Context: an optimization exercise on an open-source flow, tuned for small area and a short achievable clock period. The choices shown serve that exercise and are no tape-out recipe.
Function was checked by simulation only, so behaviour that the tests miss may differ from the original.
No activity file was given, so power comes from the tool's default toggle rates.

<file path="flow/config.mk">
export PLATFORM = sky130hd
export DESIGN_NAME = arm_datapath
export DESIGN_NICKNAME = arm_datapath
export VERILOG_FILES = /design/flow/design.v
export SDC_FILE = /design/flow/constraint.sdc
export NUM_CORES = 4
export LEC_CHECK = 0
export CAP_MARGIN = 20
export CORE_MARGIN = 2
export CORE_UTILIZATION = 30
export SLEW_MARGIN = 20
</file>
<file path="flow/constraint.sdc">
create_clock -name core_clock -period 12.0 [get_ports {CLK}]
set_input_delay 2.4000 -clock core_clock [delete_from_list [all_inputs] [get_ports {CLK}]]
set_output_delay 2.4000 -clock core_clock [all_outputs]
set_load 0.01 [all_outputs]
</file>
<file path="flow/design.v">
module arm_datapath(
	input CLK,
	input CLR,
	input [18:0] Ctrl,           
	input [31:0] MemDataOut,     
	output [31:0] MemAddress,    
	output [31:0] MemDataIn,     
	output [31:0] IR,            
	output [3:0] FlagsOut,       
	output Cond                  
);
wire FRLD  = Ctrl[18];
wire RFLD  = Ctrl[17];
wire IRLD  = Ctrl[16];
wire MARLD = Ctrl[15];
wire MDRLD = Ctrl[14];
wire [1:0] MA = Ctrl[11:10];
wire [1:0] MB = Ctrl[9:8];
wire MC = Ctrl[7];
wire MD = Ctrl[6];
wire ME = Ctrl[5];
wire [4:0] OPcu = Ctrl[4:0];
reg [31:0] IRq, MAR, MDR;
reg Zf, Nf, Cf, Vf;
assign IR = IRq;
assign MemAddress = MAR;
assign MemDataIn = MDR;
assign FlagsOut = {Zf, Nf, Cf, Vf};
wire [31:0] rq [0:15];
wire [31:0] res;
wire [31:0] resg = CLR ? 32'h00000000 : res;
wire [3:0] waddr = MC ? 4'hF : IRq[15:12];
wire [15:0] wdec = 16'h0001 << waddr;
wire [15:0] wen = CLR ? 16'hFFFF : (RFLD ? wdec : 16'h0000);
genvar g;
generate
	for (g = 0; g < 16; g = g + 1) begin : rf
		reg [31:0] q;
		always @(posedge CLK)
			if (wen[g]) q <= resg;
		assign rq[g] = q;
	end
endgenerate
wire [15:0] dRn = 16'h0001 << IRq[19:16];
wire [15:0] dRd = 16'h0001 << IRq[15:12];
wire [15:0] dRm = 16'h0001 << IRq[3:0];
wire [15:0] sel1 = ({16{MA == 2'd0}} & dRn) | ({16{MA == 2'd1}} & dRd) | ({16{MA == 2'd2}} & 16'h8000) | ({16{MA == 2'd3}} & 16'h0001);
reg [31:0] PA, PB;
integer i;
always @(*) begin
	PA = 32'h00000000;
	PB = 32'h00000000;
	for (i = 0; i < 16; i = i + 1) begin
		PA = PA | ({32{sel1[i]}} & rq[i]);
		PB = PB | ({32{dRm[i]}} & rq[i]);
	end
end
wire [2:0] cls = IRq[27:25];
wire isImmRot = (cls == 3'b001);
wire isShift  = (cls == 3'b000) && !IRq[4];
wire isBr     = (cls == 3'b101);
wire [4:0] sh = IRq[11:7];
wire [1:0] st = IRq[6:5];
wire [4:0] ramt = (st == 2'b00) ? (5'd0 - sh) : sh;
wire [31:0] r0 = PB;
wire [31:0] r1 = ramt[0] ? {r0[0],    r0[31:1]}  : r0;
wire [31:0] r2 = ramt[1] ? {r1[1:0],  r1[31:2]}  : r1;
wire [31:0] r3 = ramt[2] ? {r2[3:0],  r2[31:4]}  : r2;
wire [31:0] r4 = ramt[3] ? {r3[7:0],  r3[31:8]}  : r3;
wire [31:0] r5 = ramt[4] ? {r4[15:0], r4[31:16]} : r4;
reg [31:0] lomask, himask;
integer j;
always @(*) begin
	for (j = 0; j < 32; j = j + 1) begin
		lomask[j] = (j < sh);
		himask[31 - j] = (j < sh);
	end
end
wire [31:0] mzero = (st == 2'b00) ? lomask : (st == 2'b01) ? himask : 32'h00000000;
wire [31:0] mone  = (st == 2'b10) ? himask : 32'h00000000;
wire [31:0] shifted = (r5 & ~mzero) | mone;
wire [31:0] imm32 = {24'h000000, IRq[7:0]};
wire [3:0] rotimm = {IRq[10:8], 1'b0};
wire [31:0] immrot = (imm32 >> rotimm) | (imm32 << (6'd32 - {2'b00, rotimm}));
wire [31:0] K = isImmRot ? immrot :
                isBr ? {{6{IRq[23]}}, IRq[23:0], 2'b00} :
                {20'h00000, IRq[11:0]};
wire [31:0] SO = isShift ? shifted : K;
wire [31:0] A = PA;
wire [31:0] B = (MB == 2'd0) ? PB : (MB == 2'd1) ? SO : (MB == 2'd2) ? MDR : 32'h00000000;
wire [4:0] op = MD ? OPcu : {1'b0, IRq[24:21]};
wire Cin = Cf;
reg [31:0] Q;
reg ci, invS, cinv, arith;
reg [31:0] lres;
always @(*) begin
	Q = B; ci = 1'b0; invS = 1'b0; cinv = 1'b0; arith = 1'b0; lres = 32'h00000000;
	case (op)
		5'd0, 5'd8:          lres = A & B;
		5'd1, 5'd9:          lres = A ^ B;
		5'd2, 5'd10: begin Q = ~B; ci = 1'b1; cinv = 1'b1; arith = 1'b1; end
		5'd3:        begin Q = ~B; ci = 1'b0; invS = 1'b1; arith = 1'b1; end
		5'd4, 5'd11, 5'd18: begin arith = 1'b1; end
		5'd5:        begin ci = Cin; arith = 1'b1; end
		5'd6:        begin Q = ~B; ci = Cin; cinv = 1'b1; arith = 1'b1; end
		5'd7:        begin Q = ~B; ci = ~Cin; invS = 1'b1; arith = 1'b1; end
		5'd12:               lres = A | B;
		5'd13:               lres = B;
		5'd14:               lres = A & ~B;
		5'd15:               lres = ~B;
		5'd16:               lres = A;
		5'd17:       begin Q = 32'h00000004; arith = 1'b1; end
		default: ;
	endcase
end
wire [32:0] s = {1'b0, A} + {1'b0, Q} + {32'h00000000, ci};
assign res = arith ? (s[31:0] ^ {32{invS}}) : lres;
wire Cnew = arith & (s[32] ^ cinv);
wire Nnew = res[31];
wire Znew = (res == 32'h00000000);
wire Vnew = Cin ^ Cnew;
always @(posedge CLK) begin
	if (CLR | FRLD) begin
		Zf <= ~CLR & Znew;
		Nf <= ~CLR & Nnew;
		Cf <= ~CLR & Cnew;
		Vf <= ~CLR & Vnew;
	end
	if (CLR | IRLD)  IRq <= CLR ? 32'h00000000 : MemDataOut;
	if (CLR | MARLD) MAR <= resg;
	if (CLR | MDRLD) MDR <= CLR ? 32'h00000000 : (ME ? res : MemDataOut);
end
reg c;
always @(*) begin
	case (IRq[31:28])
		4'b0000: c = Zf;
		4'b0001: c = ~Zf;
		4'b0010: c = Cf;
		4'b0011: c = ~Cf;
		4'b0100: c = Nf;
		4'b0101: c = ~Nf;
		4'b0110: c = Vf;
		4'b0111: c = ~Vf;
		4'b1000: c = Cf & ~Zf;
		4'b1001: c = ~Cf | Zf;
		4'b1010: c = (Nf == Vf);
		4'b1011: c = (Nf != Vf);
		4'b1100: c = ~Zf & (Nf == Vf);
		4'b1101: c = Zf | (Nf != Vf);
		4'b1110: c = 1'b1;
		default: c = 1'b0;
	endcase
end
assign Cond = c;
endmodule
</file>
<file path="flow/run.sh">
#!/bin/bash
# synth_recipe.tcl (not shown) runs the flow's synth.tcl, then flattens the netlist and writes it again
# the make line also repeats each setting of config.mk as NAME=value (left out here)
make -C /OpenROAD-flow-scripts/flow DESIGN_CONFIG=/design/flow/config.mk WORK_HOME=/design/flow/orfs CLKGATE_MAP_FILE= SYNTH_SCRIPT=/design/flow/synth_recipe.tcl finish
</file>
==> flow_summary.toml, run 1 <==
[power_and_ir_drop]
irDropWorstVdd_mv = 0.107
pwr-share-clk = 0.260
power_density_nw_per_um2 = 207
pwr-share-comb = 0.364
p_leak_nw = 15.2
p_int_mw = 5.45
p_seq_frac = 0.376
finalPower_mw = 8.92
switching_share = 0.389
switchingPower_mw = 3.47

[synth]
netlist_area_um2 = 36700
async_reset_ff_frac = 0
yosys_warnings = 1
netlist_instances = 3311
synthTopCellsByArea = "edfxtp_1 50%, mux2i_1 5.9%, a22oi_1 3.4%"
synth_edf_count = 612
synth_top_area_frac = 0.501
synthXorXnorAreaFrac = 0.0162
syn_area_per_cell_um2 = 11.1
synth_simple_gate_area_frac = 0.111
synthDistinctLibCells = 99
ys_ff_latch = 612
synth_ff_type = "edfxtp_1"
synth.area.mux_share = 0.0724
synthAdderAreaFrac = 0.0256
yosysSeqAreaShare = 0.501
synth_area_leader_cell = "edfxtp_1"
synthesis.nets = 3438
synth-compound-area-share = 0.235
synth_top_family_by_area = "compound AO/OA/AOI/OAI gates"

[floorplan]
die_w_um = 354
core_um2 = 122000
die-area_um2 = 125000
die_y_um = 354
row_count = 128
start_util = 0.302
io_pins = 154

[layout]
post-route-util = 0.354
final_cells = 5091
area_growth_pct = 17.4
layout_common_cells = "612 x edfxtp_1, 215 x mux2i_1, 207 x nor2_1, 169 x a21oi_1, 167 x a22oi_1"
multi_input_area_um2 = 17300
final_area_um2 = 43100
drive_gt1_frac = 0.112
register_area_um2 = 18400
fin_nets = 3536
nFillCells = 12000
final_common_cell = "edfxtp_1"

[global_routing]
grt_max_degree = 56
grt_pass1_vias = 30900
grt_antenna_before_repair = 7
overflow = 0
grtUsageTotal = 0.266
grt_pass1_wl_mm = 240

[timing]
tns_ns = 0
hold_ws_ns = 0.843
hold_viol = 0
worst_pin_slew_ns = 1.18
relSlewSlack = 0.213
layout_worst_path_cycle_share = 0.884
setup_viol = 0
drv_slew = 0
rsz0062_at_grt = "no"
clock.fmax_mhz = 94.3
period_needed_ns = 10.61
final.setup.worst_slack_ns = 1.39
skew_ns = 0.0346

[run]
maxCapViolCount = 0

[drt]
dr_total_vias = 33300
remaining_drc_errors = 0
wire_per_inst_um = 34.1
routed_wl_mm = 173
final_antenna_net_count = 0
via_per_inst = 6.54
drt_pass1_iterations = 10
drtIter0Drc = 6364

[critical_path]
criticalPathCategory = "flop to flop"
crit_family = "simple AND/OR/NAND/NOR gates"
crit_slowest_cell = "edfxtp_1"
cp-startpoint = "IRq[1]$_SDFFCE_PP0P_"
r2r_start = "IRq[1]$_SDFFCE_PP0P_"
cp_slowest_stage_delay_ns = 1.13
cp.required_ns = 12.48
path_buf_inv = 2
arrival_ns = 11.09
path_max_fanout = 22
critical_path.startpoint_type = "flop"
cp-end-kind = "flop"

[clock_network]
cts_tree = "built"
clk_path_buf_depth = 3
cts_buffers = 71
htreeDepth = 3
clk_latency_ns = 0.66
path_clk_slew_ns = 0.06
post_cts_buffers = 0
clock_sinks = 612
holdBufCountCts = 0
clockRootBuffer = "clkbuf_16"
cts_resized = 0

[status]
outcome = "finished clean"

[placement]
post-place-ws_ns = 1.73
place_hpwl_mm = 117
dpl-instance-area_um2 = 40500
gp_congestion = 1.00
dp.cells = 4959
portBuffers = 151

[min_path]
hp-class = "flop to flop"
min_from = "Cf$_DFFE_PP_"
final cells by class:
cell class | instances | area share
Antenna cell | 3 | 0.000174
Clock buffer | 80 | 0.0425
Clock inverter | 47 | 0.0150
Inverter | 61 | 0.00531
Multi-Input combinational cell | 2369 | 0.402
Sequential cell | 612 | 0.427
Tap cell | 1625 | 0.0472
Timing Repair Buffer | 294 | 0.0615
flip-flops by register name (all words and copies together) (netlist names):
signal / flops
Vf: 1
Zf: 1
IRq: 32
MDR: 32
MAR: 32
Nf: 1
Cf: 1
rf.q: 512
worst register-to-register path: cells and delay by family, from the launching register on:
| family | cells | cell delay, ns |
|---|---|---|
| DFF | 1 | 1.13 |
| muxes | 2 | 0.78 |
| xor gates and xnor gates | 1 | 0.11 |
| buffers and inverters | 2 | 0.82 |
| and+or+nand+nor | 11 | 3.91 |
| AOI/OAI and AO/OA | 10 | 2.76 |
| adders and majority gates | 2 | 0.96 |
per-layer routing:
metal | up-vias | wire length [um] | global-route usage
met5 | - | 199 | 0.00981
met4 | 6 | 11200 | 0.144
met3 | 570 | 24200 | 0.0880
met2 | 2710 | 72700 | 0.390
met1 | 16400 | 65200 | 0.345
li1 | 13600 | - | -
power by group through the flow:
| stage | clock network [mW] | logic [mW] | registers [mW] |
|---|---|---|---|
| 2_1_floorplan | 0 | 1.78 | 3.26 |
| 3_3_place_gp | 0 | 3.06 | 3.38 |
| 3_5_place_dp | 0 | 3.07 | 3.38 |
| 4_1_cts | 2.33 | 3.09 | 3.34 |
| 5_1_grt | 2.42 | 3.36 | 3.39 |
| 6_report | 2.32 | 3.24 | 3.35 |
final timing paths:
kind / slack, ns / end / depth (start not counted)
setup / recovery: 1.39 / Zf$_DFFE_PP_ / 28
hold / removal: 0.84 / Vf$_DFFE_PP_ / 2
setup reg to reg: 1.39 / Zf$_DFFE_PP_ / 28
hold reg to reg: 0.84 / Vf$_DFFE_PP_ / 2
cell usage after synthesis, types with 22 or more instances:
library cell / n
and4_1: 23
nor2b_1: 49
o22a_1: 32
nand2b_1: 25
nand4_1: 37
nor3_1: 64
clkbuf_1: 178
o211ai_1: 39
a21oi_1: 170
a21o_1: 31
nand3_1: 108
a22o_1: 70
mux2i_1: 216
ha_1: 72
o22ai_1: 88
nor2_1: 220
buf_2: 46
nand2_1: 148
inv_1: 59
a31oi_1: 26
a221oi_1: 94
edfxtp_1: 612
a222oi_1: 65
a211oi_1: 76
nor4_1: 22
xnor2_1: 55
a22oi_1: 167
o21ai_0: 133
kinds of logic after synthesis:
family          after synthesis
simple gates                807
buf+inv                     330
xor+xnor                     68
mux                         244
flops                       612
compound gates             1176
fa+ha+maj                    74
==> inputs of run 2 (changes only) <==
--- a/flow/config.mk
+++ b/flow/config.mk
@@ -8,4 +8,5 @@
 export CAP_MARGIN = 20
 export CORE_MARGIN = 2
-export CORE_UTILIZATION = 30
+export CORE_UTILIZATION = 40
+export SETUP_SLACK_MARGIN = 5
 export SLEW_MARGIN = 20
==> run 2 against run 1 <==
Effect of this change:
- cell count decreased by 5.8%
- clock power down 9.1%
- synthesized cell count stayed put
- worst setup slack improved by 3.0 ns
- power is 4.5% higher
- global-route usage is 10 points higher
- core utilization increased by 15 points
- via count grew 3.7%
- critical path depth is 2 higher
- flip-flop and latch count stayed put
- critical endpoint unchanged
- largest cell class is now multi-input combinational cells
==> flow_summary.toml, run 2 <==
[drt]
routed_wl_mm = 179
final_antenna_net_count = 0
drtIter0Drc = 5890
remaining_drc_errors = 0
drt_pass1_iterations = 8
wire_per_inst_um = 37.2
via_per_inst = 7.20
dr_total_vias = 34500

[synth]
synth_top_area_frac = 0.501
synth_area_leader_cell = "edfxtp_1"
netlist_top_cells_count = "612 x edfxtp_1, 220 x nor2_1, 216 x mux2i_1"
synth_edf_count = 612
synthDistinctLibCells = 99
netlist_instances = 3311
yosysSeqAreaShare = 0.501
syn_area_per_cell_um2 = 11.1
synth_ff_type = "edfxtp_1"
yosys_warnings = 1
netlist_area_um2 = 36700
synth_most_common_cell = "edfxtp_1"
async_reset_ff_frac = 0
ys_ff_latch = 612
synthTopCellsByArea = "edfxtp_1 50%, mux2i_1 5.9%, a22oi_1 3.4%"
synthesis.nets = 3438

[status]
outcome = "finished clean"

[timing]
worst_pin_slew_ns = 1.10
relSlewSlack = 0.266
hold_viol = 0
hold_ws_ns = 0.840
rsz0062_at_grt = "yes"
skew_ns = 0.0452
period_needed_ns = 7.59
layout_worst_path_cycle_share = 0.633
setup_viol = 0
drv_slew = 0
tns_ns = 0
clock.fmax_mhz = 132

[placement]
gp_congestion = 1.04
portBuffers = 151
place_hpwl_mm = 114

[min_path]
hp-class = "flop to flop"

[layout]
fin_nets = 3683
top_register = "rf.q"
layout_common_cells = "612 x edfxtp_1, 206 x buf_4, 204 x mux2i_1, 188 x nor2_1, 158 x a22oi_1"
drive_gt1_frac = 0.211
final_common_cell = "edfxtp_1"
area_growth_pct = 24.9
largest_reg_flops = 512

[critical_path]
path_buf_inv = 6
crit_path_frequent_cell = "buf_12"
critical_path.startpoint_type = "flop"
cp-end-kind = "flop"
path_max_fanout = 6
criticalPathCategory = "flop to flop"
arrival_ns = 8.09
crit_slowest_cell = "mux4_2"
cp_slowest_stage_delay_ns = 0.57
cp.required_ns = 12.50
crit_family = "compound AO/OA/AOI/OAI gates"

[global_routing]
grt_pass1_wl_mm = 245
overflow = 0
grtUsageTotal = 0.367
grt_max_degree = 56
grt_pass1_vias = 31800
grt_antenna_before_repair = 2

[clock_network]
htreeDepth = 3
clk_path_buf_depth = 3
clk_latency_ns = 0.66
clock_sinks = 612
path_clk_slew_ns = 0.07
cts_tree = "built"
holdBufCountCts = 0
clockRootBuffer = "clkbuf_16"
cts_buffers = 68

[floorplan]
io_pins = 154
core_um2 = 91200
die-area_um2 = 94200
start_util = 0.402
row_count = 111
die_y_um = 307
die_w_um = 307

[run]
maxCapViolCount = 0

[power_and_ir_drop]
irDropWorstVdd_mv = 0.0894
p_leak_nw = 16.4
finalPower_mw = 9.32
power_density_nw_per_um2 = 203
==> run 2: cell counts after synthesis <==
No cell type changed its count.
==> run 2: cells by family (layout without fill, tap and decap cells) <==
group / Yosys count / count (layout) / share of synthesized area
AO/OA/AOI/OAI: 1176 / 1176 / 0.235
XOR/XNOR: 68 / 68 / 0.0162
adder cells (fa/ha/maj): 74 / 74 / 0.0256
buffers and inverters: 330 / 622 / 0.0390
flip-flops: 612 / 612 / 0.501
multiplexers: 244 / 244 / 0.0724
other: 0 / 3 / 0
AND/OR/NAND/NOR: 807 / 811 / 0.111
==> run 2: worst paths after layout <==
kind | from | end | slack (ns) | depth (start not counted)
max | IRq[0]$_SDFFCE_PP0P_ | Zf$_DFFE_PP_ | 4.41 | 30
min | Cf$_DFFE_PP_ | Vf$_DFFE_PP_ | 0.84 | 2
max reg2reg | IRq[0]$_SDFFCE_PP0P_ | Zf$_DFFE_PP_ | 4.41 | 30
min reg2reg | Cf$_DFFE_PP_ | Vf$_DFFE_PP_ | 0.84 | 2
==> run 2: what timing repair did <==
action	CTS	global route
setup buffers	105	49
resized for setup	324	90
cloned	13	4
pin swaps	79	52
endpoints found under the setup margin	573	411
==> run 2: layout make-up <==
class | instances | area [um2]
Antenna cell | 3 | 7.51
Timing Repair Buffer | 440 | 4550
Multi-Input combinational cell | 2373 | 19000
Sequential cell | 612 | 18400
Clock buffer | 84 | 1760
Tap cell | 1186 | 1480
Inverter | 61 | 236
Clock inverter | 37 | 428
Fill cell | 8167 | 45400
==> run 2: layer usage <==
metal / up-vias / wire length [um] / track usage
met1: 16900 / 64200 / 0.469
met4: 2 / 14200 / 0.242
li1: 13900 / - / -
met2: 2926 / 75400 / 0.540
met3: 703 / 24600 / 0.105
met5: - / 55 / 0.00413
==> run 2: where the power goes <==
part           internal (mW)  switching, mW
combinational           1.44           2.44
sequential              3.03          0.306
clock                   1.19          0.922
==> run 2: worst register-to-register path: cells and delay by family (launching register included) <==
family | cells | cell delay (ns)
AO/OA/AOI/OAI | 10 | 2.50
AND/OR/NAND/NOR | 8 | 1.82
multiplexers | 4 | 1.58
buffers and inverters | 6 | 0.84
flip-flops | 1 | 0.35
adder cells (fa/ha/maj) | 1 | 0.24
XOR/XNOR | 1 | 0.09
==> run 2: through the flow <==
stage           util  setup slack (ns)  cell area, um2  cells
3_3_place_gp   0.438              2.27           39900   4500
4_1_cts        0.491              4.55           44800   4739
5_1_grt        0.502              4.29           45800   4793
3_5_place_dp   0.438              2.17           40000   4500
6_report       0.502              4.41           45800   4796
2_1_floorplan      -              4.52           37000   3311

what the ideal ports hide:
The results above use ideal ports. As a check the final layouts listed here were re-extracted and re-timed, cells and wires unchanged. Step 1, drivers: a clkbuf_16 drives CLK and a buf_2 each remaining input, both assumed. Step 2 adds t to the input delays and takes it off the output delays; t is the mean of the earliest and latest rising clock arrival at the registers after step 1. Input paths then give back, and output paths get back, about the clock's delay inside the block. Three values: ideal, step 1, step 2; two values: the first two.
| run | shift t [ns] | setup slack, ns | worst setup path after step 2 | clock arrival spread, ns |
|---|---|---|---|---|
| run 1 | 0.718 | 1.392 / 1.392 / 1.392 | register to register | 0.035 / 0.034 |
| run 2 | 0.702 | 4.408 / 4.408 / 3.823 | input to register | 0.045 / 0.045 |
After both steps every run listed still meets setup and hold. The setup slack of run 2, which loses most, moves by 0.000 ns with the drivers and by -0.585 ns with both steps.
